This design comes from an exercise in tuning for small area and a short achievable clock period on the open sky130 flow, not from production work.
The RTL was checked by simulation tests, not by an equivalence proof against the original design.
Power and IR drop assume default switching activity.

## build 39
## crash_detection
module crash_detection #(
        parameter int HISTORY_LEN = 16   
    )(
        input   logic           clk,
        input   logic           arst_n,
        input   logic           i_state_rst,
        input   logic           i_sensors_valid,
        input   logic [15:0]    i_gps,
        input   logic [15:0]    i_accel_z,
        input   logic [15:0]    i_accel_y,
        input   logic [15:0]    i_accel_x,
        input   logic [15:0]    i_gyro_z,
        input   logic [15:0]    i_gyro_y,
        input   logic [15:0]    i_gyro_x,
        input   logic [15:0]    i_delta,
        input   logic [31:0]    ireg_speed_threshold,
        input   logic [31:0]    ireg_non_fatal_accel_threshold,
        input   logic [31:0]    ireg_fatal_accel_threshold,
        input   logic [31:0]    ireg_angle_threshold,
        input   logic [31:0]    ireg_angle_in_motion_threshold,
        input   logic [31:0]    ireg_angular_speed_threshold,
        output  logic [1:0]     o_state,
        output  logic           o_non_fatal_intr,
        output  logic           o_fatal_intr
    );
For scale: roughly 4600 cells after synthesis, ~330 I/O pins, roughly 52000 sq um of cells after synthesis.
==> flow/config.mk <==
export PLATFORM = sky130hd
export DESIGN_NAME = crash_detection
export DESIGN_NICKNAME = crash_detection
export VERILOG_FILES = /design/flow/design.v
export SDC_FILE = /design/flow/constraint.sdc
export NUM_CORES = 4
export LEC_CHECK = 0
export CAP_MARGIN = 20
export CORE_MARGIN = 2
export CORE_UTILIZATION = 45
export PLACE_DENSITY = 0.6
export SLEW_MARGIN = 20
==> flow/constraint.sdc <==
create_clock -name core_clock -period 50.0 [get_ports {clk}]
set_input_delay 10.0000 -clock core_clock [delete_from_list [all_inputs] [get_ports {clk}]]
set_output_delay 10.0000 -clock core_clock [all_outputs]
set_load 0.01 [all_outputs]
standard.sh (not shown) runs the stock make flow with config.mk's settings and CLKGATE_MAP_FILE= SYNTH_SCRIPT=/design/flow/synth_recipe.tcl, a recipe that flattens the netlist after the stock synthesis.
==> flow/flow/run.sh <==
#!/bin/bash
# The standard layout with changes to how it is made:
#  - timing repair is asked to leave 37.9 ns of setup slack at the design's
#    50 ns clock, so that it works on the paths that set the achieved period;
#  - the port buffers that the standard flow inserts are buf_2 cells;
#  - the clock tree is built from clkbuf_8 cells, without dummy loads;
#  - the core is filled to 55% and placed at density 0.7.
# Clock, constraints and synthesis are unchanged.
set -o pipefail
bash standard.sh SETUP_SLACK_MARGIN=37.9 "BUFFER_PORTS_ARGS=-buffer_cell sky130_fd_sc_hd__buf_2" \
    "CTS_ARGS=-sink_clustering_enable -repair_clock_nets -buf_list sky130_fd_sc_hd__clkbuf_8 -dont_use_dummy_load" \
    CORE_UTILIZATION=55 PLACE_DENSITY=0.7 \
    finish 2>&1 | tee standard_run.log
[inputs] build 43 vs build 39
==> flow/flow/run.sh <==
#!/bin/bash
# The standard layout with changes to how it is made:
#  - timing repair is asked to leave 36.8 ns of setup slack at the design's
#    50 ns clock, so that it works on the paths that set the achieved period;
#  - the port buffers that the standard flow inserts are buf_2 cells;
#  - the clock tree is built from clkbuf_8 cells, without dummy loads;
#  - the core is filled to 55% and placed at density 0.7.
# Clock, constraints and synthesis are unchanged.
set -o pipefail
bash standard.sh SETUP_SLACK_MARGIN=36.8 "BUFFER_PORTS_ARGS=-buffer_cell sky130_fd_sc_hd__buf_2" \
    "CTS_ARGS=-sink_clustering_enable -repair_clock_nets -buf_list sky130_fd_sc_hd__clkbuf_8 -dont_use_dummy_load" \
    CORE_UTILIZATION=55 PLACE_DENSITY=0.7 \
    finish 2>&1 | tee standard_run.log
[summary]
Build 43 and build 39 ended up with nearly the same clock insertion delay at the later pin of the skew report. Summary — biggest fanout along the worst timing path, build 43 relative to build 39: higher, by 20. Cell area | build 43 vs build 39 | build 43 smaller. Compared with build 39, build 43 instantiates a smaller number of cells. Sum of met3 wire segment lengths after detailed routing went up slightly going from build 39 to build 43. Comparing build 39 against build 43, there is no change at all in area after synthesis.
--- input diff build 43..build 63 ---
==> flow/flow/run.sh <==
#!/bin/bash
# The standard layout with changes to how it is made:
#  - timing repair is asked to leave 37 ns of setup slack at the design's
#    50 ns clock, so that it works on the paths that set the achieved period;
#  - the port buffers that the standard flow inserts are buf_2 cells;
#  - the clock tree is built from clkbuf_8 cells, without dummy loads;
#  - the core is filled to 65% and placed at density 0.8.
# Clock, constraints and synthesis are unchanged.
set -o pipefail
bash standard.sh SETUP_SLACK_MARGIN=37 "BUFFER_PORTS_ARGS=-buffer_cell sky130_fd_sc_hd__buf_2" \
    "CTS_ARGS=-sink_clustering_enable -repair_clock_nets -buf_list sky130_fd_sc_hd__clkbuf_8 -dont_use_dummy_load" \
    CORE_UTILIZATION=65 PLACE_DENSITY=0.8 \
    finish 2>&1 | tee standard_run.log
### Flow results
Sort build 63 and build 43 by share of the clock period used by the worst path after layout desc -> top: build 43. | post-route met1 wirelength | lower: build 63 |. In the reports for build 63 and build 43, the smaller global-route usage belongs to build 43. Looking at final critical-path required period, build 63 sits 210 ps lower than build 43 does. The worst setup path startpoint comes out i_gps[12] in one run and i_gyro_y[15] in the other, namely in build 43 and build 63 respectively. Between build 63 and build 43, the difference in design area is negligible. Relative to build 43, the non-clock buffer count of build 63 is higher by 9. Lower met2 track demand over resource goes to build 43 over build 63. There was hardly any difference in power consumed by sequential cells between build 63 and build 43. Setup WNS build 43 -> build 63: better. Compared with build 43, build 63 shows cell count that has gone down by a few percent. Between build 63 and build 43, it is build 63 whose core utilization is higher, by 11 points.
Modified inputs, build 97 compared to build 63
==> flow/flow/run.sh <==
#!/bin/bash
# The standard layout with changes to how it is made:
#  - timing repair is asked to leave 37 ns of setup slack at the design's
#    50 ns clock, so that it works on the paths that set the achieved period;
#  - the port buffers that the standard flow inserts are buf_2 cells;
#  - the clock tree is built from clkbuf_8 cells, without dummy loads.
# Clock, constraints and synthesis are unchanged.
set -o pipefail
bash standard.sh SETUP_SLACK_MARGIN=37 "BUFFER_PORTS_ARGS=-buffer_cell sky130_fd_sc_hd__buf_2" \
    "CTS_ARGS=-sink_clustering_enable -repair_clock_nets -buf_list sky130_fd_sc_hd__clkbuf_8 -dont_use_dummy_load" \
    finish 2>&1 | tee standard_run.log
## What came out
- For the overall routing resource usage, build 97 came in 8.4 points lower than build 63 did.
- Going from build 63 to build 97, the part of the total power dissipated in the clock network was found to have gone up by 0.8 points.
- Number of stages on the worst setup path (build 97 over build 63): decrease, 1
Edits applied to the flow inputs when going from build 97 to build 74:
==> flow/flow/run.sh <==
#!/bin/bash
# The standard layout with changes to how it is made:
#  - timing repair is asked to leave 37.6 ns of setup slack at the design's
#    50 ns clock, so that it works on the paths that set the achieved period;
#  - the port buffers that the standard flow inserts are buf_2 cells;
#  - the clock tree is built from clkbuf_8 cells, without dummy loads;
#  - the core is filled to 55% and placed at density 0.7.
# Clock, constraints and synthesis are unchanged.
set -o pipefail
bash standard.sh SETUP_SLACK_MARGIN=37.6 "BUFFER_PORTS_ARGS=-buffer_cell sky130_fd_sc_hd__buf_2" \
    "CTS_ARGS=-sink_clustering_enable -repair_clock_nets -buf_list sky130_fd_sc_hd__clkbuf_8 -dont_use_dummy_load" \
    CORE_UTILIZATION=55 PLACE_DENSITY=0.7 \
    finish 2>&1 | tee standard_run.log
Findings:
- Build 74 reached the end of the flow, and the finished layout is clean on the timing, DRC and antenna checks.
- Build 74 vs build 97: die area down by more than 10%
- Compared with build 97, build 74 shows count of clock-net buffers in the final layout lower by 8.0%.
- Build 74 against build 97: final critical-path setup slack now larger; sequential power comparable; highest ir drop seen on vdd now smaller.
- Build 74 vs build 97: combinational share of power up in build 74
- Vias: build 74 more than build 97
- Comparing build 74 against build 97, there is no change at all in adder and majority gate portion of the synthesized area.
- From build 97 to build 74 the numbers moved as follows: maximum clock rate now sits higher; clock skew now sits lower.
Changes in build 40 relative to build 74:
==> flow/flow/run.sh <==
#!/bin/bash
# The standard layout with changes to how it is made:
#  - timing repair is asked to leave 37 ns of setup slack at the design's
#    50 ns clock, so that it works on the paths that set the achieved period;
#  - the port buffers that the standard flow inserts are buf_2 cells;
#  - the clock tree is built from clkbuf_8 cells, without dummy loads;
#  - the core is filled to 55% and placed at density 0.7.
# Clock, constraints and synthesis are unchanged.
set -o pipefail
bash standard.sh SETUP_SLACK_MARGIN=37 "BUFFER_PORTS_ARGS=-buffer_cell sky130_fd_sc_hd__buf_2" \
    "CTS_ARGS=-sink_clustering_enable -repair_clock_nets -buf_list sky130_fd_sc_hd__clkbuf_8 -dont_use_dummy_load" \
    CORE_UTILIZATION=55 PLACE_DENSITY=0.7 \
    finish 2>&1 | tee standard_run.log
==> comparison <==
- Build 74 → build 40: time the final worst path needs with I/O delays and setup moved up, met3 track demand over resource moved up.
- Higher global-route usage goes to build 40 over build 74.
- Number of detailed-routing iterations run before antenna repair, build 74 and build 40: higher on build 40
- Final instance area ends up lower on build 40.
- Of build 74 and build 40, the lower worst-case setup margin in the final layout belongs to build 40.
- Build 40 against build 74: total number of multi-input combinational cells flat; total power of the final layout now sits lower.

==> port drivers added, routing unchanged <==
The flow's constraints put no driver on any port. The routed layouts listed below were extracted and timed again, unchanged, in two steps.
Step 1 sets driving cells, clkbuf_16 on the clock port and buf_2 on the other inputs (assumed; they add their load-dependent delay and slew).
Step 2 times the ports against the registers' clock, not the clock port: input delays grow and output delays shrink by t, the midpoint of the rising clock arrivals with the driver on.
Three values: ideal, step 1, step 2; two values: the first two.
| run | shift t [ns] | slack for setup (ns) | latest minus earliest clock arrival (ns) | worst slew at a driven data input, ns |
|---|---|---|---|---|
| build 39 | 0.832 | 37.857 / 37.822 / 36.990 | 0.103 / 0.103 | 0.16 |
| build 43 | 0.839 | 36.926 / 36.979 / 36.140 | 0.112 / 0.112 | 0.11 |
| build 63 | 0.841 | 37.135 / 37.173 / 36.333 | 0.103 / 0.103 | 0.10 |
| build 97 | 0.835 | 37.158 / 37.212 / 36.377 | 0.114 / 0.114 | 0.15 |
| build 74 | 0.838 | 37.710 / 37.772 / 36.934 | 0.087 / 0.088 | 0.13 |
| build 40 | 0.854 | 37.228 / 37.281 / 36.427 | 0.108 / 0.108 | 0.10 |
After both steps every run listed still meets setup and hold. The setup slack of build 39, which loses most, moves by -0.035 ns with the drivers and by -0.867 ns with both steps.
